What follows belongs to an exercise in optimizing a design on an open flow for small area and a short achievable clock period; a production flow would make more cautious choices.
Function was checked by simulation only, so behaviour that the tests miss may differ from the original.
No activity file was given, so power comes from the tool's default toggle rates.

==> flow/design.v <==
module add32(
	input wire [31:0] an,
	input wire [15:0] imm,
	output wire [31:0] y
);
wire [15:0] b = imm;
wire [15:0] bn = ~imm;
wire [15:0] xx, yy;
add32_hi_pre pre (.an(an[31:16]), .s(imm[15]), .x(xx), .y(yy));
wire g0_0;
wire p0_0;
wire g0_1;
wire p0_1;
wire g0_2;
wire p0_2;
wire g0_3;
wire p0_3;
wire g0_4;
wire p0_4;
wire g0_5;
wire p0_5;
wire g0_6;
wire p0_6;
wire g0_7;
wire p0_7;
wire g0_8;
wire p0_8;
wire g0_9;
wire p0_9;
wire g0_10;
wire p0_10;
wire g0_11;
wire p0_11;
wire g0_12;
wire p0_12;
wire g0_13;
wire p0_13;
wire g0_14;
wire p0_14;
wire g0_15;
wire p0_15;
wire g1_0;
wire g1_1;
wire g1_2;
wire q1_2;
wire g1_3;
wire q1_3;
wire g1_4;
wire q1_4;
wire g1_5;
wire q1_5;
wire g1_6;
wire q1_6;
wire g1_7;
wire q1_7;
wire g1_8;
wire q1_8;
wire g1_9;
wire q1_9;
wire g1_10;
wire q1_10;
wire g1_11;
wire q1_11;
wire g1_12;
wire q1_12;
wire g1_13;
wire q1_13;
wire g1_14;
wire q1_14;
wire g1_15;
wire q1_15;
wire g2_0;
wire g2_1;
wire g2_2;
wire g2_3;
wire g2_4;
wire q2_4;
wire g2_5;
wire q2_5;
wire g2_6;
wire q2_6;
wire g2_7;
wire q2_7;
wire g2_8;
wire q2_8;
wire g2_9;
wire q2_9;
wire g2_10;
wire q2_10;
wire g2_11;
wire q2_11;
wire g2_12;
wire q2_12;
wire g2_13;
wire q2_13;
wire g2_14;
wire q2_14;
wire g2_15;
wire q2_15;
wire g3_0;
wire g3_1;
wire g3_2;
wire g3_3;
wire g3_4;
wire g3_5;
wire g3_6;
wire g3_7;
wire g3_8;
wire q3_8;
wire g3_9;
wire q3_9;
wire g3_10;
wire q3_10;
wire g3_11;
wire q3_11;
wire g3_12;
wire q3_12;
wire g3_13;
wire q3_13;
wire g3_14;
wire q3_14;
wire g3_15;
wire q3_15;
wire g4_0;
wire g4_1;
wire g4_2;
wire g4_3;
wire g4_4;
wire g4_5;
wire g4_6;
wire g4_7;
wire g4_8;
wire g4_9;
wire g4_10;
wire g4_11;
wire g4_12;
wire g4_13;
wire g4_14;
wire g4_15;
wire fn_0;
wire fn_1;
wire fn_2;
wire fn_3;
wire fn_4;
wire fn_5;
wire fn_6;
wire fn_7;
wire fn_8;
wire fn_9;
wire fn_10;
wire fn_11;
wire fn_12;
wire fn_13;
wire fn_14;
wire fn_15;
  c_nor2 u1 (.a(an[0]), .b(bn[0]), .y(g0_0));
  c_xnor2 u2 (.a(an[0]), .b(b[0]), .y(p0_0));
  c_nor2 u3 (.a(an[1]), .b(bn[1]), .y(g0_1));
  c_xnor2 u4 (.a(an[1]), .b(b[1]), .y(p0_1));
  c_nor2 u5 (.a(an[2]), .b(bn[2]), .y(g0_2));
  c_xnor2 u6 (.a(an[2]), .b(b[2]), .y(p0_2));
  c_nor2 u7 (.a(an[3]), .b(bn[3]), .y(g0_3));
  c_xnor2 u8 (.a(an[3]), .b(b[3]), .y(p0_3));
  c_nor2 u9 (.a(an[4]), .b(bn[4]), .y(g0_4));
  c_xnor2 u10 (.a(an[4]), .b(b[4]), .y(p0_4));
  c_nor2 u11 (.a(an[5]), .b(bn[5]), .y(g0_5));
  c_xnor2 u12 (.a(an[5]), .b(b[5]), .y(p0_5));
  c_nor2 u13 (.a(an[6]), .b(bn[6]), .y(g0_6));
  c_xnor2 u14 (.a(an[6]), .b(b[6]), .y(p0_6));
  c_nor2 u15 (.a(an[7]), .b(bn[7]), .y(g0_7));
  c_xnor2 u16 (.a(an[7]), .b(b[7]), .y(p0_7));
  c_nor2 u17 (.a(an[8]), .b(bn[8]), .y(g0_8));
  c_xnor2 u18 (.a(an[8]), .b(b[8]), .y(p0_8));
  c_nor2 u19 (.a(an[9]), .b(bn[9]), .y(g0_9));
  c_xnor2 u20 (.a(an[9]), .b(b[9]), .y(p0_9));
  c_nor2 u21 (.a(an[10]), .b(bn[10]), .y(g0_10));
  c_xnor2 u22 (.a(an[10]), .b(b[10]), .y(p0_10));
  c_nor2 u23 (.a(an[11]), .b(bn[11]), .y(g0_11));
  c_xnor2 u24 (.a(an[11]), .b(b[11]), .y(p0_11));
  c_nor2 u25 (.a(an[12]), .b(bn[12]), .y(g0_12));
  c_xnor2 u26 (.a(an[12]), .b(b[12]), .y(p0_12));
  c_nor2 u27 (.a(an[13]), .b(bn[13]), .y(g0_13));
  c_xnor2 u28 (.a(an[13]), .b(b[13]), .y(p0_13));
  c_nor2 u29 (.a(an[14]), .b(bn[14]), .y(g0_14));
  c_xnor2 u30 (.a(an[14]), .b(b[14]), .y(p0_14));
  c_nor2 u31 (.a(an[15]), .b(bn[15]), .y(g0_15));
  c_xnor2 u32 (.a(an[15]), .b(b[15]), .y(p0_15));
  c_inv u33 (.a(g0_0), .y(g1_0));
  c_a21oi u34 (.a1(p0_1), .a2(g0_0), .b1(g0_1), .y(g1_1));
  c_a21oi u35 (.a1(p0_2), .a2(g0_1), .b1(g0_2), .y(g1_2));
  c_nand2 u36 (.a(p0_2), .b(p0_1), .y(q1_2));
  c_a21oi u37 (.a1(p0_3), .a2(g0_2), .b1(g0_3), .y(g1_3));
  c_nand2 u38 (.a(p0_3), .b(p0_2), .y(q1_3));
  c_a21oi u39 (.a1(p0_4), .a2(g0_3), .b1(g0_4), .y(g1_4));
  c_nand2 u40 (.a(p0_4), .b(p0_3), .y(q1_4));
  c_a21oi u41 (.a1(p0_5), .a2(g0_4), .b1(g0_5), .y(g1_5));
  c_nand2 u42 (.a(p0_5), .b(p0_4), .y(q1_5));
  c_a21oi u43 (.a1(p0_6), .a2(g0_5), .b1(g0_6), .y(g1_6));
  c_nand2 u44 (.a(p0_6), .b(p0_5), .y(q1_6));
  c_a21oi u45 (.a1(p0_7), .a2(g0_6), .b1(g0_7), .y(g1_7));
  c_nand2 u46 (.a(p0_7), .b(p0_6), .y(q1_7));
  c_a21oi u47 (.a1(p0_8), .a2(g0_7), .b1(g0_8), .y(g1_8));
  c_nand2 u48 (.a(p0_8), .b(p0_7), .y(q1_8));
  c_a21oi u49 (.a1(p0_9), .a2(g0_8), .b1(g0_9), .y(g1_9));
  c_nand2 u50 (.a(p0_9), .b(p0_8), .y(q1_9));
  c_a21oi u51 (.a1(p0_10), .a2(g0_9), .b1(g0_10), .y(g1_10));
  c_nand2 u52 (.a(p0_10), .b(p0_9), .y(q1_10));
  c_a21oi u53 (.a1(p0_11), .a2(g0_10), .b1(g0_11), .y(g1_11));
  c_nand2 u54 (.a(p0_11), .b(p0_10), .y(q1_11));
  c_a21oi u55 (.a1(p0_12), .a2(g0_11), .b1(g0_12), .y(g1_12));
  c_nand2 u56 (.a(p0_12), .b(p0_11), .y(q1_12));
  c_a21oi u57 (.a1(p0_13), .a2(g0_12), .b1(g0_13), .y(g1_13));
  c_nand2 u58 (.a(p0_13), .b(p0_12), .y(q1_13));
  c_a21oi u59 (.a1(p0_14), .a2(g0_13), .b1(g0_14), .y(g1_14));
  c_nand2 u60 (.a(p0_14), .b(p0_13), .y(q1_14));
  c_a21oi u61 (.a1(p0_15), .a2(g0_14), .b1(g0_15), .y(g1_15));
  c_nand2 u62 (.a(p0_15), .b(p0_14), .y(q1_15));
  c_inv u63 (.a(g1_0), .y(g2_0));
  c_inv u64 (.a(g1_1), .y(g2_1));
  c_o21ai u65 (.a1(q1_2), .a2(g1_0), .b1(g1_2), .y(g2_2));
  c_o21ai u66 (.a1(q1_3), .a2(g1_1), .b1(g1_3), .y(g2_3));
  c_o21ai u67 (.a1(q1_4), .a2(g1_2), .b1(g1_4), .y(g2_4));
  c_nor2 u68 (.a(q1_4), .b(q1_2), .y(q2_4));
  c_o21ai u69 (.a1(q1_5), .a2(g1_3), .b1(g1_5), .y(g2_5));
  c_nor2 u70 (.a(q1_5), .b(q1_3), .y(q2_5));
  c_o21ai u71 (.a1(q1_6), .a2(g1_4), .b1(g1_6), .y(g2_6));
  c_nor2 u72 (.a(q1_6), .b(q1_4), .y(q2_6));
  c_o21ai u73 (.a1(q1_7), .a2(g1_5), .b1(g1_7), .y(g2_7));
  c_nor2 u74 (.a(q1_7), .b(q1_5), .y(q2_7));
  c_o21ai u75 (.a1(q1_8), .a2(g1_6), .b1(g1_8), .y(g2_8));
  c_nor2 u76 (.a(q1_8), .b(q1_6), .y(q2_8));
  c_o21ai u77 (.a1(q1_9), .a2(g1_7), .b1(g1_9), .y(g2_9));
  c_nor2 u78 (.a(q1_9), .b(q1_7), .y(q2_9));
  c_o21ai u79 (.a1(q1_10), .a2(g1_8), .b1(g1_10), .y(g2_10));
  c_nor2 u80 (.a(q1_10), .b(q1_8), .y(q2_10));
  c_o21ai u81 (.a1(q1_11), .a2(g1_9), .b1(g1_11), .y(g2_11));
  c_nor2 u82 (.a(q1_11), .b(q1_9), .y(q2_11));
  c_o21ai u83 (.a1(q1_12), .a2(g1_10), .b1(g1_12), .y(g2_12));
  c_nor2 u84 (.a(q1_12), .b(q1_10), .y(q2_12));
  c_o21ai u85 (.a1(q1_13), .a2(g1_11), .b1(g1_13), .y(g2_13));
  c_nor2 u86 (.a(q1_13), .b(q1_11), .y(q2_13));
  c_o21ai u87 (.a1(q1_14), .a2(g1_12), .b1(g1_14), .y(g2_14));
  c_nor2 u88 (.a(q1_14), .b(q1_12), .y(q2_14));
  c_o21ai u89 (.a1(q1_15), .a2(g1_13), .b1(g1_15), .y(g2_15));
  c_nor2 u90 (.a(q1_15), .b(q1_13), .y(q2_15));
  c_inv u91 (.a(g2_0), .y(g3_0));
  c_inv u92 (.a(g2_1), .y(g3_1));
  c_inv u93 (.a(g2_2), .y(g3_2));
  c_inv u94 (.a(g2_3), .y(g3_3));
  c_a21oi u95 (.a1(q2_4), .a2(g2_0), .b1(g2_4), .y(g3_4));
  c_a21oi u96 (.a1(q2_5), .a2(g2_1), .b1(g2_5), .y(g3_5));
  c_a21oi u97 (.a1(q2_6), .a2(g2_2), .b1(g2_6), .y(g3_6));
  c_a21oi u98 (.a1(q2_7), .a2(g2_3), .b1(g2_7), .y(g3_7));
  c_a21oi u99 (.a1(q2_8), .a2(g2_4), .b1(g2_8), .y(g3_8));
  c_nand2 u100 (.a(q2_8), .b(q2_4), .y(q3_8));
  c_a21oi u101 (.a1(q2_9), .a2(g2_5), .b1(g2_9), .y(g3_9));
  c_nand2 u102 (.a(q2_9), .b(q2_5), .y(q3_9));
  c_a21oi u103 (.a1(q2_10), .a2(g2_6), .b1(g2_10), .y(g3_10));
  c_nand2 u104 (.a(q2_10), .b(q2_6), .y(q3_10));
  c_a21oi u105 (.a1(q2_11), .a2(g2_7), .b1(g2_11), .y(g3_11));
  c_nand2 u106 (.a(q2_11), .b(q2_7), .y(q3_11));
  c_a21oi u107 (.a1(q2_12), .a2(g2_8), .b1(g2_12), .y(g3_12));
  c_nand2 u108 (.a(q2_12), .b(q2_8), .y(q3_12));
  c_a21oi u109 (.a1(q2_13), .a2(g2_9), .b1(g2_13), .y(g3_13));
  c_nand2 u110 (.a(q2_13), .b(q2_9), .y(q3_13));
  c_a21oi u111 (.a1(q2_14), .a2(g2_10), .b1(g2_14), .y(g3_14));
  c_nand2 u112 (.a(q2_14), .b(q2_10), .y(q3_14));
  c_a21oi u113 (.a1(q2_15), .a2(g2_11), .b1(g2_15), .y(g3_15));
  c_nand2 u114 (.a(q2_15), .b(q2_11), .y(q3_15));
  c_inv u115 (.a(g3_0), .y(g4_0));
  c_inv u116 (.a(g3_1), .y(g4_1));
  c_inv u117 (.a(g3_2), .y(g4_2));
  c_inv u118 (.a(g3_3), .y(g4_3));
  c_inv u119 (.a(g3_4), .y(g4_4));
  c_inv u120 (.a(g3_5), .y(g4_5));
  c_inv u121 (.a(g3_6), .y(g4_6));
  c_inv u122 (.a(g3_7), .y(g4_7));
  c_o21ai u123 (.a1(q3_8), .a2(g3_0), .b1(g3_8), .y(g4_8));
  c_o21ai u124 (.a1(q3_9), .a2(g3_1), .b1(g3_9), .y(g4_9));
  c_o21ai u125 (.a1(q3_10), .a2(g3_2), .b1(g3_10), .y(g4_10));
  c_o21ai u126 (.a1(q3_11), .a2(g3_3), .b1(g3_11), .y(g4_11));
  c_o21ai u127 (.a1(q3_12), .a2(g3_4), .b1(g3_12), .y(g4_12));
  c_o21ai u128 (.a1(q3_13), .a2(g3_5), .b1(g3_13), .y(g4_13));
  c_o21ai u129 (.a1(q3_14), .a2(g3_6), .b1(g3_14), .y(g4_14));
  c_o21ai u130 (.a1(q3_15), .a2(g3_7), .b1(g3_15), .y(g4_15));
  assign y[0] = p0_0;
  c_xor2 u131 (.a(p0_1), .b(g4_0), .y(y[1]));
  c_xor2 u132 (.a(p0_2), .b(g4_1), .y(y[2]));
  c_xor2 u133 (.a(p0_3), .b(g4_2), .y(y[3]));
  c_xor2 u134 (.a(p0_4), .b(g4_3), .y(y[4]));
  c_xor2 u135 (.a(p0_5), .b(g4_4), .y(y[5]));
  c_xor2 u136 (.a(p0_6), .b(g4_5), .y(y[6]));
  c_xor2 u137 (.a(p0_7), .b(g4_6), .y(y[7]));
  c_xor2 u138 (.a(p0_8), .b(g4_7), .y(y[8]));
  c_xor2 u139 (.a(p0_9), .b(g4_8), .y(y[9]));
  c_xor2 u140 (.a(p0_10), .b(g4_9), .y(y[10]));
  c_xor2 u141 (.a(p0_11), .b(g4_10), .y(y[11]));
  c_xor2 u142 (.a(p0_12), .b(g4_11), .y(y[12]));
  c_xor2 u143 (.a(p0_13), .b(g4_12), .y(y[13]));
  c_xor2 u144 (.a(p0_14), .b(g4_13), .y(y[14]));
  c_xor2 u145 (.a(p0_15), .b(g4_14), .y(y[15]));
  c_mux2i u146 (.a0(yy[0]), .a1(xx[0]), .s(g4_15), .y(fn_0));
  c_xor2 u147 (.a(an[16]), .b(fn_0), .y(y[16]));
  c_mux2i u148 (.a0(yy[1]), .a1(xx[1]), .s(g4_15), .y(fn_1));
  c_xor2 u149 (.a(an[17]), .b(fn_1), .y(y[17]));
  c_mux2i u150 (.a0(yy[2]), .a1(xx[2]), .s(g4_15), .y(fn_2));
  c_xor2 u151 (.a(an[18]), .b(fn_2), .y(y[18]));
  c_mux2i u152 (.a0(yy[3]), .a1(xx[3]), .s(g4_15), .y(fn_3));
  c_xor2 u153 (.a(an[19]), .b(fn_3), .y(y[19]));
  c_mux2i u154 (.a0(yy[4]), .a1(xx[4]), .s(g4_15), .y(fn_4));
  c_xor2 u155 (.a(an[20]), .b(fn_4), .y(y[20]));
  c_mux2i u156 (.a0(yy[5]), .a1(xx[5]), .s(g4_15), .y(fn_5));
  c_xor2 u157 (.a(an[21]), .b(fn_5), .y(y[21]));
  c_mux2i u158 (.a0(yy[6]), .a1(xx[6]), .s(g4_15), .y(fn_6));
  c_xor2 u159 (.a(an[22]), .b(fn_6), .y(y[22]));
  c_mux2i u160 (.a0(yy[7]), .a1(xx[7]), .s(g4_15), .y(fn_7));
  c_xor2 u161 (.a(an[23]), .b(fn_7), .y(y[23]));
  c_mux2i u162 (.a0(yy[8]), .a1(xx[8]), .s(g4_15), .y(fn_8));
  c_xor2 u163 (.a(an[24]), .b(fn_8), .y(y[24]));
  c_mux2i u164 (.a0(yy[9]), .a1(xx[9]), .s(g4_15), .y(fn_9));
  c_xor2 u165 (.a(an[25]), .b(fn_9), .y(y[25]));
  c_mux2i u166 (.a0(yy[10]), .a1(xx[10]), .s(g4_15), .y(fn_10));
  c_xor2 u167 (.a(an[26]), .b(fn_10), .y(y[26]));
  c_mux2i u168 (.a0(yy[11]), .a1(xx[11]), .s(g4_15), .y(fn_11));
  c_xor2 u169 (.a(an[27]), .b(fn_11), .y(y[27]));
  c_mux2i u170 (.a0(yy[12]), .a1(xx[12]), .s(g4_15), .y(fn_12));
  c_xor2 u171 (.a(an[28]), .b(fn_12), .y(y[28]));
  c_mux2i u172 (.a0(yy[13]), .a1(xx[13]), .s(g4_15), .y(fn_13));
  c_xor2 u173 (.a(an[29]), .b(fn_13), .y(y[29]));
  c_mux2i u174 (.a0(yy[14]), .a1(xx[14]), .s(g4_15), .y(fn_14));
  c_xor2 u175 (.a(an[30]), .b(fn_14), .y(y[30]));
  c_mux2i u176 (.a0(yy[15]), .a1(xx[15]), .s(g4_15), .y(fn_15));
  c_xor2 u177 (.a(an[31]), .b(fn_15), .y(y[31]));
endmodule
module add32_hi_pre(
	input wire [15:0] an,
	input wire s,
	output wire [15:0] x,
	output wire [15:0] y
);
genvar k;
generate
	for (k = 0; k < 16; k = k + 1) begin : g
		if (k == 0) begin : z
			assign x[k] = ~s;
			assign y[k] = s;
		end else begin : nz
			assign x[k] = ~s & ~|an[k-1:0];
			assign y[k] = s & &an[k-1:0];
		end
	end
endgenerate
endmodule
module c_inv(input wire a, output wire y); assign y = ~a; endmodule
module c_nand2(input wire a, b, output wire y); assign y = ~(a & b); endmodule
module c_nor2(input wire a, b, output wire y); assign y = ~(a | b); endmodule
module c_xor2(input wire a, b, output wire y); assign y = a ^ b; endmodule
module c_xnor2(input wire a, b, output wire y); assign y = ~(a ^ b); endmodule
module c_a21oi(input wire a1, a2, b1, output wire y); assign y = ~((a1 & a2) | b1); endmodule
module c_o21ai(input wire a1, a2, b1, output wire y); assign y = ~((a1 | a2) & b1); endmodule
module c_mux2i(input wire a0, a1, s, output wire y); assign y = ~(s ? a1 : a0); endmodule
module imm_extender(
	input wire sel_link,
	input wire sel_lui,
	input wire sel_load,
	input wire [31:0] pc_plus4,
	input wire [15:0] imm,
	input wire [31:0] load_data,
	input wire [31:0] alu_y,
	output wire [31:0] wd
);
assign wd = ({32{sel_link}} & pc_plus4) |
            ({32{sel_lui}}  & {imm, 16'd0}) |
            ({32{sel_load}} & load_data) |
            alu_y;
endmodule
module shifter(
	input wire [31:0] an,
	input wire [4:0] shamt,
	output wire [31:0] y
);
assign y = (~an) >> shamt;
endmodule
module alu(
	input wire [31:0] an,        
	input wire [31:0] bn,        
	input wire [15:0] imm,
	input wire [31:0] addr,      
	input wire [4:0] shamt,
	input wire [3:0] lut,        
	input wire sel_add, sel_addr, sel_slt, sel_sltu, sel_srl,
	input wire use_imm,
	input wire sub,
	output wire [31:0] y,
	output wire d_neg,           
	output wire eq               
);
wire [15:0] immn = ~imm;
wire [31:0] simmn = {{16{immn[15]}}, immn};
wire [31:0] bb;              
wire [31:0] lg;              
genvar i;
generate
	for (i = 0; i < 32; i = i + 1) begin : bt
		c_mux2i bsel (.a0(bn[i]), .a1(simmn[i]), .s(use_imm), .y(bb[i]));
		c_mux4 lop (.d0(lut[2]), .d1(lut[3]), .d2(lut[0]), .d3(lut[1]),
		            .s0(bb[i]), .s1(an[i]), .y(lg[i]));
	end
endgenerate
wire [31:0] s;
wire co;
alu_add add_inst (.an(an), .b(bb ^ {32{sub}}), .cin(sub), .s(s), .co(co));
wire a31 = ~an[31];
wire ltu = ~co;
wire lt = (a31 ^ bb[31]) ? a31 : s[31];
wire [31:0] sh;
shifter shft_inst(.an(bn), .shamt(shamt), .y(sh));
assign d_neg = s[31];
assign eq = (an == bn);
assign y = ({32{sel_add}}  & s) |
           ({32{sel_addr}} & addr) |
           lg |
           ({32{sel_srl}}  & sh) |
           {31'd0, (sel_slt & lt) | (sel_sltu & ltu)};
endmodule
module alu_add(
	input wire [31:0] an,
	input wire [31:0] b,
	input wire cin,
	output wire [31:0] s,
	output wire co
);
assign {co, s} = {1'b0, ~an} + {1'b0, b} + {32'd0, cin};
endmodule
module c_mux4(input wire d0, d1, d2, d3, s0, s1, output wire y);
assign y = s1 ? (s0 ? d3 : d2) : (s0 ? d1 : d0);
endmodule
module alu_control(
	input wire [31:0] instr,
	output wire sel_add,      
	output wire sel_addr,     
	output wire [3:0] lut,    
	output wire sel_slt,
	output wire sel_sltu,
	output wire sel_srl,
	output wire sel_lui,
	output wire sel_load,
	output wire sel_link,
	output wire use_imm,      
	output wire sub           
);
wire [5:0] op = instr[31:26];
wire [5:0] fn = instr[5:0];
wire r = (op == 6'h00);
assign sel_add  = r & ((fn == 6'h20) | (fn == 6'h21) | (fn == 6'h02) | (fn == 6'h22) | (fn == 6'h23));
assign sel_addr = (op == 6'h08) | (op == 6'h09) | (op == 6'h0E) | (op == 6'h0B);
wire sel_and = (r & (fn == 6'h24)) | (op == 6'h0C);
wire sel_or  = (r & (fn == 6'h25)) | (op == 6'h0D);
wire sel_xor = r & (fn == 6'h26);
wire sel_nor = r & (fn == 6'h27);
assign lut = {sel_and | sel_or, sel_or | sel_xor, sel_or | sel_xor, sel_nor};
assign sel_slt  = (r & (fn == 6'h2A)) | (op == 6'h0A);
assign sel_sltu = r & (fn == 6'h2B);
assign sel_srl  = r & (fn == 6'h00);
assign sel_lui  = (op == 6'h0F);
assign sel_load = (op == 6'h23);
assign sel_link = (op == 6'h03);
assign use_imm  = ~r & (op != 6'h01) & (op[5:2] != 4'b0001);
assign sub      = ~r | (fn == 6'h22) | (fn == 6'h23) | (fn == 6'h2A) | (fn == 6'h2B);
endmodule
module control_unit(
	input  wire [31:0] instr,
	output wire        reg_write,
	output wire [4:0]  wa,
	output wire        mem_read,
	output wire        mem_write,
	output wire        jr,
	output wire        jump,
	output wire        br_eq,     
	output wire        br_ne,     
	output wire        br_neg,    
	output wire        br_nneg,   
	output wire        br_le,     
	output wire        br_gt      
);
wire [5:0] op = instr[31:26];
wire [5:0] fn = instr[5:0];
wire [4:0] rt = instr[20:16];
wire r = (op == 6'h00);
assign jr = r & (fn == 6'h08);
assign jump = (op == 6'h02) | (op == 6'h03);
assign mem_read = (op == 6'h23);
assign mem_write = (op == 6'h2B);
assign reg_write = (r & (fn != 6'h08)) | (op == 6'h23) | (op == 6'h03) |
                   (op[5:3] == 3'b001);
assign wa = (op == 6'h03) ? 5'd31 : r ? instr[15:11] : rt;
wire regimm = (op == 6'h01);
assign br_eq   = (op == 6'h04) | (regimm & (rt[4:1] != 4'd0));
assign br_ne   = (op == 6'h05);
assign br_neg  = regimm & (rt == 5'd0);
assign br_nneg = regimm & (rt == 5'd1);
assign br_le   = (op == 6'h06);
assign br_gt   = (op == 6'h07);
endmodule
module reg_file(
	input wire clk,
	input wire rst,
	input wire we,
	input wire [4:0] ra1,
	input wire [4:0] ra2,
	input wire [4:0] wa,
	input wire [31:0] wd,
	output wire [31:0] rd1n,  
	output wire [31:0] rd1an,  
	output wire [31:0] rd2n   
);
reg [31:0] registers [31:1];
reg [31:1] valid;
integer i;
always @(posedge clk) begin
	for (i = 1; i < 32; i = i + 1)
		if (we && wa == i)
			registers[i] <= wd;
end
always @(posedge clk or posedge rst) begin
	if (rst)
		valid <= 31'd0;
	else
		for (i = 1; i < 32; i = i + 1)
			if (we && wa == i)
				valid[i] <= 1'b1;
end
wire [31:1] sel1, sel2;
rf_dec dec1 (.ra(ra1), .valid(valid), .sel(sel1));
rf_dec dec2 (.ra(ra2), .valid(valid), .sel(sel2));
genvar b, r;
generate
	for (b = 0; b < 32; b = b + 1) begin : col
		wire [31:1] q;
		for (r = 1; r < 32; r = r + 1) begin : row
			assign q[r] = registers[r][b];
		end
		rf_mux31d m1 (.q(q), .sel(sel1), .yn(rd1n[b]), .yn2(rd1an[b]));
		rf_mux31 m2 (.q(q), .sel(sel2), .yn(rd2n[b]));
	end
endgenerate
endmodule
module rf_dec(
	input wire [4:0] ra,
	input wire [31:1] valid,
	output wire [31:1] sel
);
genvar i;
generate
	for (i = 1; i < 32; i = i + 1) begin : s
		assign sel[i] = valid[i] & (ra == i);
	end
endgenerate
endmodule
module rf_mux31(
	input wire [31:1] q,
	input wire [31:1] sel,
	output wire yn
);
wire [10:0] n;
genvar g;
generate
	for (g = 0; g < 10; g = g + 1) begin : t
		rf_ao222n c (.a(q[3*g+1]), .b(sel[3*g+1]), .c(q[3*g+2]), .d(sel[3*g+2]),
		             .e(q[3*g+3]), .f(sel[3*g+3]), .y(n[g]));
	end
endgenerate
rf_nand2 c10 (.a(q[31]), .b(sel[31]), .y(n[10]));
wire [2:0] m;
rf_nand4 k0 (.a(n[0]), .b(n[1]), .c(n[2]), .d(n[3]), .y(m[0]));
rf_nand4 k1 (.a(n[4]), .b(n[5]), .c(n[6]), .d(n[7]), .y(m[1]));
rf_nand3 k2 (.a(n[8]), .b(n[9]), .c(n[10]), .y(m[2]));
rf_nor3 k3 (.a(m[0]), .b(m[1]), .c(m[2]), .y(yn));
endmodule
module rf_mux31d(
	input wire [31:1] q,
	input wire [31:1] sel,
	output wire yn,
	output wire yn2
);
wire [10:0] n;
genvar g;
generate
	for (g = 0; g < 10; g = g + 1) begin : t
		rf_ao222n c (.a(q[3*g+1]), .b(sel[3*g+1]), .c(q[3*g+2]), .d(sel[3*g+2]),
		             .e(q[3*g+3]), .f(sel[3*g+3]), .y(n[g]));
	end
endgenerate
rf_nand2 c10 (.a(q[31]), .b(sel[31]), .y(n[10]));
wire [2:0] m;
rf_nand4 k0 (.a(n[0]), .b(n[1]), .c(n[2]), .d(n[3]), .y(m[0]));
rf_nand4 k1 (.a(n[4]), .b(n[5]), .c(n[6]), .d(n[7]), .y(m[1]));
rf_nand3 k2 (.a(n[8]), .b(n[9]), .c(n[10]), .y(m[2]));
rf_nor3 k3 (.a(m[0]), .b(m[1]), .c(m[2]), .y(yn));
rf_nor3 k4 (.a(m[0]), .b(m[1]), .c(m[2]), .y(yn2));
endmodule
module rf_ao222n(input wire a, b, c, d, e, f, output wire y);
assign y = ~((a & b) | (c & d) | (e & f));
endmodule
module rf_nand2(input wire a, b, output wire y);
assign y = ~(a & b);
endmodule
module rf_nand4(input wire a, b, c, d, output wire y);
assign y = ~(a & b & c & d);
endmodule
module rf_nand3(input wire a, b, c, output wire y);
assign y = ~(a & b & c);
endmodule
module rf_nor3(input wire a, b, c, output wire y);
assign y = ~(a | b | c);
endmodule
module pc_reg(
	input wire clk,
	input wire rst,
	input wire [31:0] rsn,       
	input wire [25:0] instr,     
	input wire jr,
	input wire jump,
	input wire taken,
	output reg [31:0] pc,
	output wire [31:0] pc_plus4
);
wire [29:0] pc4_hi = pc[31:2] + 30'd1;
wire [29:0] br_hi = pc4_hi + {{14{instr[15]}}, instr[15:0]};
assign pc_plus4 = {pc4_hi, pc[1:0]};
wire [31:0] pc_next = jr    ? ~rsn :
                      jump  ? {pc4_hi[29:26], instr[25:0], 2'b00} :
                      taken ? {br_hi, pc[1:0]} :
                              pc_plus4;
always @(posedge clk or posedge rst) begin
	if (rst)
		pc <= 32'b0;
	else
		pc <= pc_next;
end
endmodule
module mips_cpu (
    input  wire        clk,
    input  wire        rst,
    output wire [31:0] imem_addr,    
    input  wire [31:0] imem_rdata,   
    output wire [31:0] dmem_addr,    
    output wire [31:0] dmem_wdata,   
    output wire        dmem_we,      
    output wire        dmem_re,      
    input  wire [31:0] dmem_rdata    
);
    wire [31:0] instr = imem_rdata;
    wire [31:0] pc, pc_plus4;
    wire [31:0] rs_n, rt_n;          
    wire [31:0] rs_an;               
    wire [31:0] addr;
    wire [31:0] alu_y;
    wire [31:0] wd;
    wire d_neg, eq;
    wire reg_write, mem_read, mem_write, jr, jump;
    wire br_eq, br_ne, br_neg, br_nneg, br_le, br_gt;
    wire [4:0] wa;
    wire sel_add, sel_addr, sel_slt, sel_sltu, sel_srl;
    wire [3:0] lut;
    wire sel_lui, sel_load, sel_link, use_imm, sub;
    control_unit ctrl_inst (
        .instr(instr), .reg_write(reg_write), .wa(wa), .mem_read(mem_read),
        .mem_write(mem_write), .jr(jr), .jump(jump), .br_eq(br_eq), .br_ne(br_ne),
        .br_neg(br_neg), .br_nneg(br_nneg), .br_le(br_le), .br_gt(br_gt)
    );
    alu_control alu_ctrl_inst (
        .instr(instr), .sel_add(sel_add), .sel_addr(sel_addr), .lut(lut), .sel_slt(sel_slt),
        .sel_sltu(sel_sltu), .sel_srl(sel_srl), .sel_lui(sel_lui), .sel_load(sel_load),
        .sel_link(sel_link), .use_imm(use_imm), .sub(sub)
    );
    reg_file rf_inst (
        .clk(clk), .rst(rst), .we(reg_write),
        .ra1(instr[25:21]), .ra2(instr[20:16]), .wa(wa), .wd(wd),
        .rd1n(rs_n), .rd1an(rs_an), .rd2n(rt_n)
    );
    add32 addr_adder (.an(rs_an), .imm(instr[15:0]), .y(addr));
    alu alu_inst (
        .an(rs_n), .bn(rt_n), .imm(instr[15:0]), .addr(addr), .shamt(instr[10:6]),
        .sel_add(sel_add), .sel_addr(sel_addr), .lut(lut), .sel_slt(sel_slt), .sel_sltu(sel_sltu),
        .sel_srl(sel_srl), .use_imm(use_imm), .sub(sub), .y(alu_y), .d_neg(d_neg), .eq(eq)
    );
    wire taken = (br_eq & eq) | (br_ne & ~eq) | (br_neg & d_neg) | (br_nneg & ~d_neg) |
                 (br_le & (d_neg | eq)) | (br_gt & ~d_neg & ~eq);
    pc_reg pcreg_inst (
        .clk(clk), .rst(rst), .rsn(rs_n), .instr(instr[25:0]), .jr(jr), .jump(jump),
        .taken(taken), .pc(pc), .pc_plus4(pc_plus4)
    );
    imm_extender wb_inst (
        .sel_link(sel_link), .sel_lui(sel_lui), .sel_load(sel_load),
        .pc_plus4(pc_plus4), .imm(instr[15:0]), .load_data(dmem_rdata), .alu_y(alu_y),
        .wd(wd)
    );
    assign imem_addr  = pc;
    assign dmem_addr  = addr;
    assign dmem_wdata = ~rt_n;
    assign dmem_we    = mem_write;
    assign dmem_re    = mem_read;
endmodule
==> flow/flow/run.sh <==
#!/bin/bash
# Own layout flow: the standard flow (standard.sh, standard synthesis
# unchanged) with changes only to how the layout is made:
#  - the port buffers are sky130_fd_sc_hd__buf_2 instead of the delay cell
#    that buffer_ports picks by default;
#  - clock tree synthesis without dummy loads, with larger sink clusters.
# The clock period, constraints, tap cells and power grid are the standard ones.
# make's full output goes to make_finish.log; ORFS keeps each step's log in orfs/logs.
set -euo pipefail
export BUFFER_PORTS_ARGS="-buffer_cell sky130_fd_sc_hd__buf_2"
export CTS_ARGS="-sink_clustering_enable -repair_clock_nets -dont_use_dummy_load -sink_clustering_size 25 -sink_clustering_max_diameter 90"
bash standard.sh finish > make_finish.log 2>&1
==> flow/standard.sh <==
#!/bin/bash
# synth_recipe.tcl (not shown) runs the flow's synth.tcl, then flattens the netlist and writes it again
# the make line also repeats each setting of config.mk as NAME=value (left out here)
make -C /OpenROAD-flow-scripts/flow DESIGN_CONFIG=/design/flow/config.mk WORK_HOME=/design/flow/orfs CLKGATE_MAP_FILE= SYNTH_SCRIPT=/design/flow/synth_recipe.tcl "${@:-finish}"
==> flow/config.mk <==
export PLATFORM = sky130hd
export DESIGN_NAME = mips_cpu
export DESIGN_NICKNAME = mips_cpu
export VERILOG_FILES = /design/flow/design.v
export SDC_FILE = /design/flow/constraint.sdc
export NUM_CORES = 4
export LEC_CHECK = 0
export CAP_MARGIN = 20
export CORE_MARGIN = 2
export CORE_UTILIZATION = 55
export SETUP_SLACK_MARGIN = 5
export SLEW_MARGIN = 20
export SYNTH_HIERARCHICAL = 1
==> flow/constraint.sdc <==
create_clock -name core_clock -period 15.0 [get_ports {clk}]
set_input_delay 3.0000 -clock core_clock [delete_from_list [all_inputs] [get_ports {clk}]]
set_output_delay 3.0000 -clock core_clock [all_outputs]
set_load 0.01 [all_outputs]
==> results of run 1 <==
what timing repair did:
| action | 4_1_cts | 5_1_grt |
|---|---|---|
| pin swaps | 38 | 28 |
| endpoints found under the setup margin | 29 | 44 |
| buffers inserted | 46 | 28 |
| resized for setup | 46 | 65 |
| cloned | 5 | 7 |
Yosys cell counts, types with 12 or more instances:
library cell	instances	area (sq um)
mux4_2	43	968
o211ai_1	17	128
clkbuf_1	41	154
dfrtp_1	63	1580
and2_1	12	75.1
a21oi_2	30	263
nor3_2	96	961
a21o_1	30	225
nor4_1	20	125
a21oi_1	134	671
xor2_1	125	1090
mux2i_1	87	871
nand2_1	244	916
buf_2	21	105
o21ai_1	28	140
nor2b_1	21	131
nor2_1	155	582
a211oi_1	13	97.6
o21a_1	16	120
o21ai_0	60	300
a222oi_1	641	6420
ha_1	67	838
a221o_1	18	180
inv_1	154	578
xnor2_1	62	543
a22oi_1	50	375
nor3_1	39	195
o21bai_1	36	270
and3_1	75	469
nand4_1	152	951
nand3_1	102	510
nand2b_1	21	131
edfxtp_1	992	29800
modules after synthesis, one instance, submodules excluded, a selection:
| module | area [sq um] | copies in the design |
|---|---|---|
| mips_cpu | 160 | 1 |
| c_nand2 | 3.75 | 22 |
| pc_reg | 3920 | 1 |
| control_unit | 279 | 1 |
| c_o21ai | 5.00 | 22 |
| add32_hi_pre | 347 | 1 |
| alu_control | 273 | 1 |
placed cells by master, fill, tap and decap left out, types with 99 or more instances in the layout:
cell type,Yosys,layout
a21oi_1,134,134
a222oi_1,641,641
buf_2,21,160
buf_4,11,217
edfxtp_1,992,992
inv_1,154,154
nand2_1,244,237
nand3_1,102,99
nand4_1,152,152
nor2_1,155,121
xor2_1,125,123
power groups by stage:
stage | Sequential, mW | Combinational (mW) | Clock [mW]
after floorplan | 3.43 | 1.05 | 0
after global placement | 3.44 | 1.77 | 0
after detailed placement | 3.44 | 1.77 | 0
after CTS | 3.38 | 1.80 | 1.48
after global routing | 3.40 | 1.98 | 1.58
final | 3.39 | 1.90 | 1.48
stage by stage:
stage | power [mW] | instance area (sq um) | hold WS (ns)
3_5_place_dp | 5.21 | 56500 | 0.476
5_1_grt | 6.96 | 59000 | 0.544
4_1_cts | 6.66 | 58400 | 0.512
3_3_place_gp | 5.21 | 56500 | 0.464
6_report | 6.77 | 59000 | 0.521
2_1_floorplan | 4.48 | 53100 | 0.448
layer usage:
layer | track usage | part of all wire
met1 | 0.560 | 0.33
met2 | 0.639 | 0.42
met3 | 0.156 | 0.16
met4 | 0.312 | 0.089
met5 | 0.00338 | 0.00037
cell families after synthesis:
group                      synth area share
AOI/OAI and AO/OA                     0.193
DFF                                   0.591
and+or+nand+nor                       0.110
buffers and inverters                0.0203
xor gates and xnor gates             0.0309
muxes                                0.0378
adders and majority gates            0.0169
layout make-up:
class / instances / share of cell area
diodes: 4 / 0.000170
flip-flops and latches: 1055 / 0.532
multi-input cells: 2621 / 0.365
well taps: 1265 / 0.0268
repair buffers: 393 / 0.0447
clock buffers: 50 / 0.0212
inverters: 158 / 0.0101
worst paths after layout:
kind,to,slack [ns],cells after the start
max in group asynchronous,pcreg_inst.pc[3],12.11,3
min in group asynchronous,rf_inst.valid[10],2.47,3
worst max-delay path,dmem_addr[31],4.90,13
worst min-delay path,rf_inst.valid[14],0.52,1
worst min register to register,rf_inst.valid[14],0.52,1
worst max register to register,pcreg_inst.pc[10],7.67,20
==> results.txt, run 1 <==
Status = timing/DRC/antenna clean
DP HPWL = 147000 microns
Worst Hold Class = reg2reg
Initial core utilization = 0.557
CP most frequent cell = nand4_1
Clock transition at path regs = 0.10 ns
CP Data Required Time = 12.00 ns
FFs w/ async S/R, synth = 0.0597
Final period utilization = 0.673
Sw frac = 0.333
Placer Congestion = 1.01
CTS buffer count = 50
Combinational power share = 0.281
CP startpoint = imem_rdata[23]
PortBufs = 163
Worst path arrival time = 7.10 ns
Synth Warn # = 9
Final setup viols = 0
Critical Path Sink Type = primary output
Via density = 8.08
Final non-filler cell total = 5546
Final WL = 229000 microns
Critical path buffers and inverters = 4
Library cells used by synthesis = 110
CTS tree = built
Share of layout cells above drive strength 1 = 0.191
Crit-path slowest cell = nor3_4
Register area = 31400 sq um
Fillers = 7375
Final hold vios = 0
Setup CP Type = in2out
Critical-path maximum fanout = 16
Detail Route Antenna Nets = 0
Rows = 113
Core area = 95300 sq um
Top_reg_cell synth = edfxtp_1
Max_slew headroom = 0.197
Setup Skew = 0.0940 ns
Full die area = 99000 sq um
Cells after DPL = 5406
Crit path cell chain = clkbuf_4, nor3b_4, buf_4, buf_12, and3_2, a222oi_1, nand4_1, nor3_4, nand4_1, nor4_1, mux2i_2, xor2_2, buf_2
Iter 0 DRT Violations = 12025
Crit path launch type = primary input
DR vias = 44810
Syn Area/Cell = 13.6 sq um
Post-Route Utilization = 0.619
Cts hold-fix bufs = 0
Worst R2R Start = rf_inst.valid[16]
Largest net degree at the start of global routing = 65
Bufs on Longest Clock Path = 3
Max FFs per register = 992
DRC = 0
Area Overhead vs Synth = 11.1%
Leak Pwr = 21.2 nW
Area taken by multi-input logic gates = 21500 sq um
Register area share after synthesis = 0.591
Pre-CTS WS = 3.74 ns
Clk pwr share = 0.218
Internal = 4.52 mW
WL per Instance = 41.4 microns
Fmax achieved = 0.0990 GHz
Pwr Density = 115 nW/um^2
CTS H-tree lvls = 2
Max Cap Viol = 0
Max Transition Viols Final = 0
Sw power = 2.25 mW
Io pins = 164
GRT Total Usage = 0.444
Gate Count Post-Synth = 3910
Initial antenna violation count = 6
Clock Tree Root = clkbuf_16
Setup tns final = 0 ns
Vias in the first global route = 41002
Final net count = 4415
Crit path max-delay family = simple AND/OR/NAND/NOR gates
Min setup slack post-route = 4.90 ns
RSZ-0062 raised after global routing = yes
Tmin final = 10.10 ns
First-pass GRT wire length = 309000 microns
Hold_sp = rf_inst.valid[14]
Pre-Repair DR Iteration Count = 14
Netlist Area Pre-Place = 53100 sq um
Synth Register Bits = 1055
Net Count, Synth = 4046
Vert. Die Dim = 315 microns
CP max stage delay = 0.65 ns
Number of synthesized flops with an enable pin = 992
Clock Latency Late Sink = 0.70 ns
CTS Sinks = 1055
Total gr overflow = 0
Reg power frac = 0.501
Die Wd = 315 microns
Peak supply drop = 0.0000951 V
Worst-Margin Slew = 1.20 ns
==> inputs of run 2 (changes only) <==
--- a/flow/design.v
+++ b/flow/design.v
@@ -627,5 +627,28 @@
 );
-wire [29:0] pc4_hi = pc[31:2] + 30'd1;
-wire [29:0] br_hi = pc4_hi + {{14{instr[15]}}, instr[15:0]};
+wire [29:0] hi = pc[31:2];
+wire [30:0] ci;
+wire [29:0] pc4_hi;
+assign ci[0] = 1'b1;
+wire [14:0] ui, ud;
+wire [13:0] up, dn;
+assign ui[0] = 1'b1;
+assign ud[0] = 1'b1;
+genvar k;
+generate
+	for (k = 0; k < 30; k = k + 1) begin : inc
+		assign ci[k+1] = ci[k] & hi[k];
+		assign pc4_hi[k] = hi[k] ^ ci[k];
+	end
+	for (k = 0; k < 14; k = k + 1) begin : updn
+		assign ui[k+1] = ui[k] & hi[16+k];
+		assign ud[k+1] = ud[k] & ~hi[16+k];
+		assign up[k] = hi[16+k] ^ ui[k];
+		assign dn[k] = hi[16+k] ^ ud[k];
+	end
+endgenerate
 assign pc_plus4 = {pc4_hi, pc[1:0]};
+wire [16:0] lo = {1'b0, hi[15:0]} + {1'b0, instr[15:0]} + 17'd1;
+wire c = lo[16], s = instr[15];
+wire [13:0] br_up = (c == s) ? hi[29:16] : c ? up : dn;
+wire [29:0] br_hi = {br_up, lo[15:0]};
 wire [31:0] pc_next = jr    ? ~rsn :
==> run 2 against run 1 <==
Against the previous run:
- still clean
- via count shrank 0.75%
- register-to-register slack worse by 0.07 ns
- global-route usage up 0.38 points
- sequential cell count is the same
- combinational power down 16%
- cell area is 1.2% lower
- largest power group unchanged
==> results.txt, run 2 <==
CP startpoint = imem_rdata[25]
CTS tree = built
Vert. Die Dim = 313 microns
Final net count = 4316
Detail Route Antenna Nets = 0
Rows = 113
Cells after DPL = 5322
Via density = 8.18
Iter 0 DRT Violations = 12630
Largest net degree at the start of global routing = 65
Peak supply drop = 0.000112 V
Met3 WL = 37900 microns
CTS buffer count = 51
Vias in the first global route = 41407
Total gr overflow = 0
Area Overhead vs Synth = 11.3%
Pwr Density = 111 nW/um^2
Syn Area/Cell = 13.8 sq um
Final hold vios = 0
CP Data Required Time = 12.00 ns
FFs w/ async S/R, synth = 0.0597
Hold Slack = 0.498 ns
M1 wire length = 76400 microns
Most common cell in the netlist = edfxtp_1
Post-Route Utilization = 0.615
DP HPWL = 147000 microns
Setup Skew = 0.113 ns
Library cells used by synthesis = 108
Synth cell count leaders = 992 x edfxtp_1, 641 x a222oi_1, 225 x nand2_1
Pre-Repair DR Iteration Count = 17
Combinational power share = 0.247
Reg power frac = 0.523
Core area = 94700 sq um
Full die area = 97700 sq um
Synth Area in Adders = 0.0191
Initial core utilization = 0.553
Max Transition Viols Final = 0
Highest Signal Layer = met5
Leading post-synthesis cells by cell area = edfxtp_1 57%, a222oi_1 12%, dfrtp_1 3.0%, xor2_1 1.9%, nor3_2 1.9%
Synth Register Bits = 1055
Setup tns final = 0 ns
Bufs on Longest Clock Path = 3
First-pass GRT wire length = 310000 microns
DR vias = 44474
Status = timing/DRC/antenna clean
Max Cap Viol = 0
Mux contribution to synthesized area = 0.0379
Compound-Gate Fraction of Synth Area = 0.193
Critical-path maximum fanout = 16
Worst Hold Class = reg2reg
WL per Instance = 41.7 microns
GRT Total Usage = 0.448
Hold_sp = rf_inst.valid[29]
Worst R2R Start = rf_inst.valid[1]
Leak Pwr = 20.9 nW
Max FFs per register = 992
Sw power = 2.02 mW
Final setup viols = 0
DRC = 0
Final WL = 227000 microns
Clock Latency Late Sink = 0.71 ns
Clk pwr share = 0.230
Die Wd = 313 microns
Setup CP Type = in2out
Post-Synth Simple-Gate Area = 0.104
Synth Warn # = 9
Sw frac = 0.313
Synth Area in XOR/XNOR = 0.0266
Final non-filler cell total = 5437
Clock Tree Root = clkbuf_16
Post-synth top area cell = edfxtp_1
Tmin final = 10.08 ns
PortBufs = 163
Critical Path Sink Type = primary output
CTS Sinks = 1055
Gate Count Post-Synth = 3799
Netlist Area Pre-Place = 52400 sq um
Final period utilization = 0.672
Area share of the largest cell type after synthesis = 0.569
Commonest non-fill, non-tap cell in the layout = edfxtp_1
Largest family of logic cells by synthesized area = compound AO/OA/AOI/OAI gates
Worst-Margin Slew = 1.17 ns
Net Count, Synth = 3943
Internal = 4.45 mW
Fillers = 7296
Register area share after synthesis = 0.599
Share of layout cells above drive strength 1 = 0.195
Top_reg_cell synth = edfxtp_1
RSZ-0062 raised after global routing = yes
Io pins = 164
Initial antenna violation count = 3
Worst path arrival time = 7.08 ns
Crit path launch type = primary input
Placer Congestion = 0.999
Clock transition at path regs = 0.07 ns
Met2 WL post-DR = 94300 microns
Max_slew headroom = 0.213
Number of synthesized flops with an enable pin = 992
Fmax achieved = 0.0992 GHz
CTS H-tree lvls = 2
Most frequent cells in the layout = 992 x edfxtp_1, 641 x a222oi_1, 223 x buf_4, 212 x nand2_1, 161 x buf_2
## run 2: changes by cell type after synthesis, moves of 10 or more
cell,before,now
a21o_1,30,16
nand2_1,244,225
nand3_1,102,88
nand4_1,152,142
nor3_1,39,29
o21ai_0,60,45
xnor2_1,62,48
xor2_1,125,111
## run 2: metal layers
| metal | track usage | vias up |
|---|---|---|
| li1 | - | 17366 |
| met1 | 0.595 | 21534 |
| met2 | 0.641 | 4719 |
| met3 | 0.137 | 853 |
| met4 | 0.286 | 2 |
| met5 | 0.00725 | - |
## run 2: area by class of cell
| class | count | area [sq um] | share of cell area |
|---|---|---|---|
| repair buffers | 410 | 2810 | 0.0482 |
| inverters | 161 | 604 | 0.0104 |
| well taps | 1265 | 1580 | 0.0272 |
| clock buffers | 51 | 1280 | 0.0219 |
| flip-flops and latches | 1055 | 31400 | 0.538 |
| diodes | 2 | 5.00 | 0.0000859 |
| multi-input cells | 2493 | 20600 | 0.354 |
## run 2: cells by family (layout without fill, tap and decap cells)
kind of cell / count (synthesis) / after routing
xor gates and xnor gates: 159 / 159
AOI/OAI and AO/OA: 1164 / 1164
DFF: 1055 / 1055
buffers and inverters: 252 / 622
other: 0 / 2
muxes: 141 / 141
and+or+nand+nor: 950 / 951
adders and majority gates: 78 / 78
## run 2: worst max-delay path, cell delays in order
cell and delay [ns]:
buf_2 0.19, nor3b_4 0.21, buf_4 0.19, and3_2 0.44, a222oi_1 0.48, nand4_1 0.49, nor3_2 0.56, nand4_1 0.42
nor4_1 0.46, mux2i_1 0.15, xor2_1 0.28, buf_2 0.19
## run 2: power groups by stage
| stage | logic (mW) | clock network [mW] | registers [mW] |
|---|---|---|---|
| 2_1_floorplan | 0.864 | 0 | 3.43 |
| 3_3_place_gp | 1.46 | 0 | 3.44 |
| 3_5_place_dp | 1.48 | 0 | 3.45 |
| 4_1_cts | 1.52 | 1.48 | 3.38 |
| 5_1_grt | 1.66 | 1.58 | 3.39 |
| 6_report | 1.60 | 1.49 | 3.39 |
## run 2: timing repair
action | in CTS | in global routing
setup endpoints to repair | 35 | 27
gates resized for setup | 54 | 39
gates cloned | 0 | 1
hold buffers | 0 | 0
buffers inserted | 39 | 20
pin swaps | 44 | 16
endpoints found under the hold margin | 0 | 0
## run 2: final timing paths
check                               endpoint  slack [ns]  cells after the start
max in group asynchronous  pcreg_inst.pc[14]       12.00                      3
max                            dmem_addr[27]        4.92                     12
min                        rf_inst.valid[29]        0.50                      1
min in group asynchronous   rf_inst.valid[6]        2.47                      3
min reg2reg                rf_inst.valid[29]        0.50                      1
max reg2reg                pcreg_inst.pc[20]        7.60                     21
## run 2: per-stage QoR
step	worst slack (ns)	instance area (sq um)	total power [mW]
final	4.92	58300	6.47
after global routing	4.96	58300	6.63
after CTS	5.00	57900	6.38
after detailed placement	3.68	56000	4.93
after global placement	3.62	56000	4.91
after floorplan	5.27	52400	4.29
## run 2: modules after synthesis (local to each module, per instance), excerpt
module | flops+latches | copies in the design | cell area [sq um]
shifter | 0 | 1 | 1590
pc_reg | 32 | 1 | 3350
rf_nor3 | 0 | 96 | 10.0
alu_control | 0 | 1 | 273
c_xnor2 | 0 | 16 | 8.76
control_unit | 0 | 1 | 279
c_mux4 | 0 | 32 | 22.5
rf_nand3 | 0 | 64 | 5.00
rf_nand2 | 0 | 64 | 3.75
c_mux2i | 0 | 48 | 10.0
mips_cpu | 0 | 1 | 160
c_a21oi | 0 | 27 | 8.76
alu_add | 0 | 1 | 1820
rf_nand4 | 0 | 128 | 6.26
c_nor2 | 0 | 28 | 3.75
rf_ao222n | 0 | 640 | 10.0
==> inputs of run 3 (changes only) <==
--- a/flow/config.mk
+++ b/flow/config.mk
@@ -10,2 +10,3 @@
 export CORE_UTILIZATION = 55
+export PLACE_DENSITY = 0.7
 export SETUP_SLACK_MARGIN = 5
==> run 3 against run 2 <==
Against the previous run:
- critical path depth increased by 3
- clock-buffer cell count unchanged
- clock skew decreased by 0.021 ns
- hold slack improved by 0.0061 ns
- total power decreased by 0.70%
- critical path type unchanged
- largest power group unchanged
==> results.txt, run 3 <==
Status = timing/DRC/antenna clean
Gate Count Post-Synth = 3799
Synth Warn # = 9
Clk pwr share = 0.232
Leading post-synthesis cells by cell area = edfxtp_1 57%, a222oi_1 12%, dfrtp_1 3.0%, xor2_1 1.9%, nor3_2 1.9%
Max_slew headroom = 0.264
Combinational power share = 0.242
Synth Register Bits = 1055
Max Cap Viol = 0
Post-Route Utilization = 0.615
Critical-path maximum fanout = 32
GRT Total Usage = 0.424
Largest net degree at the start of global routing = 65
Max FFs per register = 992
Leak Pwr = 20.9 nW
WL per Instance = 39.7 microns
RSZ-0062 raised after global routing = no
Number of synthesized flops with an enable pin = 992
Pre-Repair DR Iteration Count = 14
DRC = 0
Library cells used by synthesis = 108
Worst path arrival time = 7.03 ns
DP Area = 56000 sq um
Final net count = 4311
Worst-Margin Slew = 1.10 ns
Most frequent cells in the layout = 992 x edfxtp_1, 641 x a222oi_1, 219 x nand2_1, 211 x buf_4, 160 x buf_2
Max Transition Viols Final = 0
Iter 0 DRT Violations = 11412
Vert. Die Dim = 313 microns
Final period utilization = 0.668
Reg power frac = 0.527
Rows = 113
DP HPWL = 139000 microns
Clock Tree Root = clkbuf_16
Full die area = 97700 sq um
Syn Area/Cell = 13.8 sq um
Post-synth top area cell = edfxtp_1
DR vias = 43646
Top_reg_cell synth = edfxtp_1
Netlist Area Pre-Place = 52400 sq um
Internal = 4.44 mW
Fillers = 7265
Final setup viols = 0
Tmin final = 10.03 ns
Register area share after synthesis = 0.599
Setup tns final = 0 ns
Via density = 8.04
Commonest non-fill, non-tap cell in the layout = edfxtp_1
Sw power = 1.99 mW
CTS H-tree lvls = 2
Initial antenna violation count = 4
Register area = 31400 sq um
Detail Route Antenna Nets = 0
Fmax achieved = 0.0997 GHz
First-pass GRT wire length = 296000 microns
Area Overhead vs Synth = 11.3%
Peak supply drop = 0.000111 V
Clock Latency Late Sink = 0.70 ns
Core area = 94700 sq um
FFs w/ async S/R, synth = 0.0597
CTS Sinks = 1055
Area taken by multi-input logic gates = 20600 sq um
Area share of the largest cell type after synthesis = 0.569
Net Count, Synth = 3943
Critical Path Sink Type = primary output
Bufs on Longest Clock Path = 3
Pwr Density = 110 nW/um^2
Placer Congestion = 1.01
Initial core utilization = 0.553
Worst Hold Class = reg2reg
Setup CP Type = in2out
Overall Power = 6.43 mW
Sw frac = 0.309
Share of layout cells above drive strength 1 = 0.192
Most common cell in the netlist = edfxtp_1
Cts hold-fix bufs = 0
PortBufs = 163
Vias in the first global route = 40106
Total gr overflow = 0
Crit path launch type = primary input
Setup Skew = 0.0917 ns
Final hold vios = 0
CP Data Required Time = 12.00 ns
Io pins = 164
CTS buffer count = 51
Final WL = 215000 microns
Cell area after layout = 58300 sq um
Synth cell count leaders = 992 x edfxtp_1, 641 x a222oi_1, 225 x nand2_1
CTS tree = built
Clock transition at path regs = 0.07 ns
Die Wd = 313 microns
[run 3: worst paths after layout]
check	startpoint	end	slack [ns]	cells after the start
worst max-delay path	imem_rdata[25]	dmem_addr[21]	4.97	15
worst min-delay path	rf_inst.valid[25]	rf_inst.valid[25]	0.50	1
worst max register to register	rf_inst.valid[10]	pcreg_inst.pc[31]	7.57	24
worst min register to register	rf_inst.valid[25]	rf_inst.valid[25]	0.50	1
max in group asynchronous	rst	pcreg_inst.pc[13]	11.76	3
min in group asynchronous	rst	pcreg_inst.pc[27]	2.40	2
[run 3: final cells by class]
class                   count  area share
clock buffers              51      0.0219
well taps                1265      0.0272
multi-input cells        2494       0.354
flip-flops and latches   1055       0.538
diodes                      1   0.0000429
inverters                 161      0.0104
repair buffers            404      0.0484
[run 3: layer usage]
layer | up-vias | share of wire | track usage
li1 | 17380 | - | -
met1 | 21141 | 0.34 | 0.552
met2 | 4356 | 0.42 | 0.611
met3 | 765 | 0.16 | 0.132
met4 | 4 | 0.083 | 0.285
met5 | - | 0.0012 | 0.0150
[run 3: timing repair]
action / in CTS / in global routing
buffers inserted: 27 / 26
cloned: 0 / 3
resized for setup: 30 / 68
setup endpoints to repair: 40 / 32
pin swaps: 28 / 42
[run 3: critical path, stage by stage]
cell and delay, ns:
buf_2 0.26, nor2b_1 0.37, and3_4 0.65, a222oi_1 0.16, nand4_1 0.31, nor3_2 0.14
nor2_1 0.42, a21oi_2 0.13, o21ai_2 0.22, a21oi_2 0.11, o21ai_4 0.28, clkbuf_16 0.25
mux2i_1 0.22, xor2_1 0.27, buf_2 0.18
[run 3: cells by family (layout without fill, tap and decap cells)]
group	after synthesis	in the layout	share of synthesized area
compound gates	1164	1164	0.193
flops	1055	1055	0.599
simple gates	950	952	0.104
buf+inv	252	616	0.0210
xor+xnor	159	159	0.0266
mux	141	141	0.0379
fa+ha+maj	78	78	0.0191
other cells	0	1	0
[run 3: Yosys stat by module (local to each module, per instance), excerpt]
module / times used / cells inside / area, sq um
c_xnor2: 16 / 1 / 8.76
shifter: 1 / 220 / 1590
c_nor2: 28 / 1 / 3.75
reg_file: 1 / 1114 / 31100
add32_hi_pre: 1 / 59 / 347
rf_nand2: 64 / 1 / 3.75
c_nand2: 22 / 1 / 3.75
alu_control: 1 / 41 / 273
pc_reg: 1 / 395 / 3350
rf_ao222n: 640 / 1 / 10.0
rf_nor3: 96 / 1 / 10.0
control_unit: 1 / 41 / 279
c_inv: 15 / 1 / 3.75
[run 3: per-stage QoR]
step           std cells  hold WS, ns  setup WS (ns)
6_report            5431        0.504           4.97
5_1_grt             5430        0.519           5.00
4_1_cts             5401        0.499           4.97
3_5_place_dp        5323        0.474           3.60
3_3_place_gp        5322        0.478           3.77
2_1_floorplan       3799        0.448           5.27
[run 3: power by group through the flow]
stage          Sequential [mW]  Clock (mW)  Combinational, mW
4_1_cts                   3.38        1.49               1.46
5_1_grt                   3.39        1.58               1.62
6_report                  3.39        1.49               1.55
3_5_place_dp              3.45           0               1.44
3_3_place_gp              3.45           0               1.44
2_1_floorplan             3.43           0              0.864
==> inputs of run 4 (changes only) <==
--- a/flow/design.v
+++ b/flow/design.v
@@ -418,3 +418,3 @@
 assign d_neg = s[31];
-assign eq = (an == bn);
+assign eq = (s == 32'd0);
 assign y = ({32{sel_add}}  & s) |
--- a/flow/config.mk
+++ b/flow/config.mk
@@ -10,3 +10,2 @@
 export CORE_UTILIZATION = 55
-export PLACE_DENSITY = 0.7
 export SETUP_SLACK_MARGIN = 5
==> run 4 against run 3 <==
Against the previous run:
- die area fell by 0.48%
- hold slack improved by 0.0032 ns
- first-iteration DRC count rose by 13%
- total power rose by 1.2%
- sequential power barely moved
- largest cell class unchanged
- register-to-register slack got worse by 0.27 ns
- non-clock buffer count rose by 5
- clock-buffer cell count rose by 1
- highest routed layer unchanged
==> results.txt, run 4 <==
Synth Area in Adders = 0.0192
Register area = 31400 sq um
Detail Route Antenna Nets = 0
Die Wd = 312 microns
Worst Hold Class = reg2reg
DP HPWL = 145000 microns
Setup CP Type = in2out
Most frequent cells in the layout = 992 x edfxtp_1, 641 x a222oi_1, 219 x nand2_1, 204 x buf_4, 157 x inv_1
Final WL = 221000 microns
Fillers = 7107
Library cells used by synthesis = 108
Hold Slack = 0.508 ns
Compound-Gate Fraction of Synth Area = 0.194
Post-synth top area cell = edfxtp_1
Synth Register Bits = 1055
Worst-Margin Slew = 1.20 ns
Synth cell count leaders = 992 x edfxtp_1, 641 x a222oi_1, 225 x nand2_1
PortBufs = 163
Largest net degree at the start of global routing = 65
Clock Tree Root = clkbuf_16
Max Transition Viols Final = 0
Synth Warn # = 9
Max FFs per register = 992
Commonest non-fill, non-tap cell in the layout = edfxtp_1
Final period utilization = 0.684
Register area share after synthesis = 0.602
Leak Pwr = 21.1 nW
Max_slew headroom = 0.194
Peak supply drop = 0.000111 V
CTS Sinks = 1055
DRC = 0
Core area = 93600 sq um
Iter 0 DRT Violations = 12884
Bufs on Longest Clock Path = 3
Status = timing/DRC/antenna clean
Vias in the first global route = 41061
Pre-Repair DR Iteration Count = 15
Syn Area/Cell = 13.8 sq um
Clock transition at path regs = 0.06 ns
Synth Area in XOR/XNOR = 0.0213
Full die area = 97200 sq um
Mux contribution to synthesized area = 0.0381
Crit path launch type = primary input
Setup tns final = 0 ns
Area Overhead vs Synth = 12.7%
CTS H-tree lvls = 2
Area share of the largest cell type after synthesis = 0.572
Total gr overflow = 0
Gate Count Post-Synth = 3766
First-pass GRT wire length = 304000 microns
Via density = 8.14
Clock Latency Late Sink = 0.74 ns
Leading post-synthesis cells by cell area = edfxtp_1 57%, a222oi_1 12%, dfrtp_1 3.0%, nor3_2 1.9%, mux4_2 1.9%
Vert. Die Dim = 312 microns
Number of synthesized flops with an enable pin = 992
Placer Congestion = 1.06
RSZ-0062 raised after global routing = yes
Top_reg_cell synth = edfxtp_1
Worst path arrival time = 7.26 ns
Tmin final = 10.26 ns
CTS tree = built
Critical Path Sink Type = primary output
FFs w/ async S/R, synth = 0.0597
Io pins = 164
Most common cell in the netlist = edfxtp_1
DR vias = 43891
Fmax achieved = 0.0974 GHz
Initial core utilization = 0.557
Net Count, Synth = 3910
CTS buffer count = 52
Rows = 112
CP Data Required Time = 12.00 ns
Pwr Density = 111 nW/um^2
Max Cap Viol = 0
Final setup viols = 0
Initial antenna violation count = 9
Netlist Area Pre-Place = 52100 sq um
Share of layout cells above drive strength 1 = 0.201
GRT Total Usage = 0.438
WL per Instance = 41.0 microns
Critical-path maximum fanout = 8
Largest family of logic cells by synthesized area = compound AO/OA/AOI/OAI gates
Final net count = 4282
Setup Skew = 0.133 ns
Cts hold-fix bufs = 0
Area taken by multi-input logic gates = 20700 sq um
Final hold vios = 0
Post-Synth Simple-Gate Area = 0.105
## run 4: logic make-up (layout without fill, tap and decap cells)
group / Yosys count / after routing
xor+xnor: 127 / 127
fa+ha+maj: 78 / 78
flops: 1055 / 1055
simple gates: 950 / 950
mux: 141 / 141
compound gates: 1164 / 1164
other cells: 0 / 3
buf+inv: 251 / 621
## run 4: worst max-delay path, cell delays in order
cell      delay [ns]
buf_12          0.13
and2_4          0.18
and3_4          0.21
buf_12          0.12
a222oi_1        0.91
nand3_1         0.37
nor3_4          0.33
buf_12          0.18
xnor2_4         0.14
nand2_2         0.11
o21ai_4         0.18
a21oi_4         0.09
o21ai_4         0.22
buf_12          0.15
buf_16          0.14
mux2i_2         0.31
xor2_2          0.16
buf_4           0.17
buf_2           0.14
## run 4: worst paths after layout
check	start	endpoint	slack, ns	cells past startpoint
worst min-delay path	rf_inst.valid[23]	rf_inst.valid[23]	0.51	1
min in group asynchronous	rst	rf_inst.valid[22]	2.42	3
worst max register to register	rf_inst.valid[28]	pcreg_inst.pc[21]	7.30	29
worst min register to register	rf_inst.valid[23]	rf_inst.valid[23]	0.51	1
max in group asynchronous	rst	pcreg_inst.pc[12]	12.01	3
worst max-delay path	imem_rdata[25]	dmem_addr[17]	4.74	19
## run 4: layer usage
metal,share of wire,vias up,routed length (microns),GRT usage
li1,-,17272,-,-
met1,0.32,21377,71800,0.550
met2,0.43,4399,94500,0.653
met3,0.16,835,35600,0.144
met4,0.087,8,19300,0.282
met5,0.00047,-,105,0.0203
## run 4: cell type report
type | instances | share of cell area
antenna | 3 | 0.000128
clock buffer | 52 | 0.0221
inverter | 160 | 0.0103
multi-input combinational | 2460 | 0.353
sequential | 1055 | 0.534
tap | 1254 | 0.0267
timing repair buffer | 409 | 0.0540
## run 4: repair_timing
| action | 4_1_cts | 5_1_grt |
|---|---|---|
| pin swaps | 60 | 56 |
| gates resized for setup | 106 | 90 |
| setup buffers | 64 | 24 |
| cloned | 2 | 1 |
| setup endpoints to repair | 58 | 37 |
## run 4: Yosys stat by module, one instance, submodules excluded, excerpt
module	cells	cell area, sq um
pc_reg	395	3350
add32_hi_pre	59	347
mips_cpu	38	160
c_mux4	1	22.5
rf_ao222n	1	10.0
c_mux2i	1	10.0
rf_nor3	1	10.0
## run 4: metrics by stage
stage	util	std cells	area (sq um)	worst slack (ns)	power, mW
floorplan	-	3766	52100	5.27	4.27
finish	0.628	5393	58800	4.74	6.50
CTS	0.620	5363	58000	5.00	6.38
detailed placement	0.593	5245	55500	2.71	4.87
global placement	0.592	5241	55400	2.70	4.86
global route	0.628	5390	58800	4.86	6.66
## run 4: power by group
part	internal (mW)	switching [mW]
Clock	0.616	0.887
Combinational	0.559	1.05
Sequential	3.29	0.0909
Total	4.47	2.03

==> re-timing with driven ports <==
No port has a modelled driver above. Below, the same layouts with a new extraction and two added sets of constraints. Step 1 assumes that a clkbuf_16 drives the clock port and a buf_2 every other input. Step 2, shift: input delay + t, output delay - t, t = (earliest + latest rising clock arrival at the registers) / 2. This alone moves slack from input paths to output paths. a / b / c = ideal ports / drivers / drivers and shift; a / b = the first two.
| run | t, ns | setup slack, ns | hold slack, ns | slew at the worst register clock pin (ns) | worst data-port slew with drivers (ns) |
|---|---|---|---|---|---|
| run 1 | 0.726 | 4.901 / 4.862 / 4.654 | 0.521 / 0.521 / 0.521 | 0.10 / 0.10 | 0.05 |
| run 2 | 0.726 | 4.917 / 4.888 / 4.517 | 0.498 / 0.498 / 0.498 | 0.10 / 0.10 | 0.06 |
| run 3 | 0.724 | 4.974 / 4.936 / 4.537 | 0.504 / 0.504 / 0.504 | 0.10 / 0.10 | 0.07 |
| run 4 | 0.746 | 4.735 / 4.684 / 4.256 | 0.508 / 0.508 / 0.508 | 0.11 / 0.11 | 0.08 |
After both steps setup and hold are still met in every run listed. The setup slack of run 4, which loses most, moves by -0.051 ns with the drivers and by -0.479 ns with both steps.
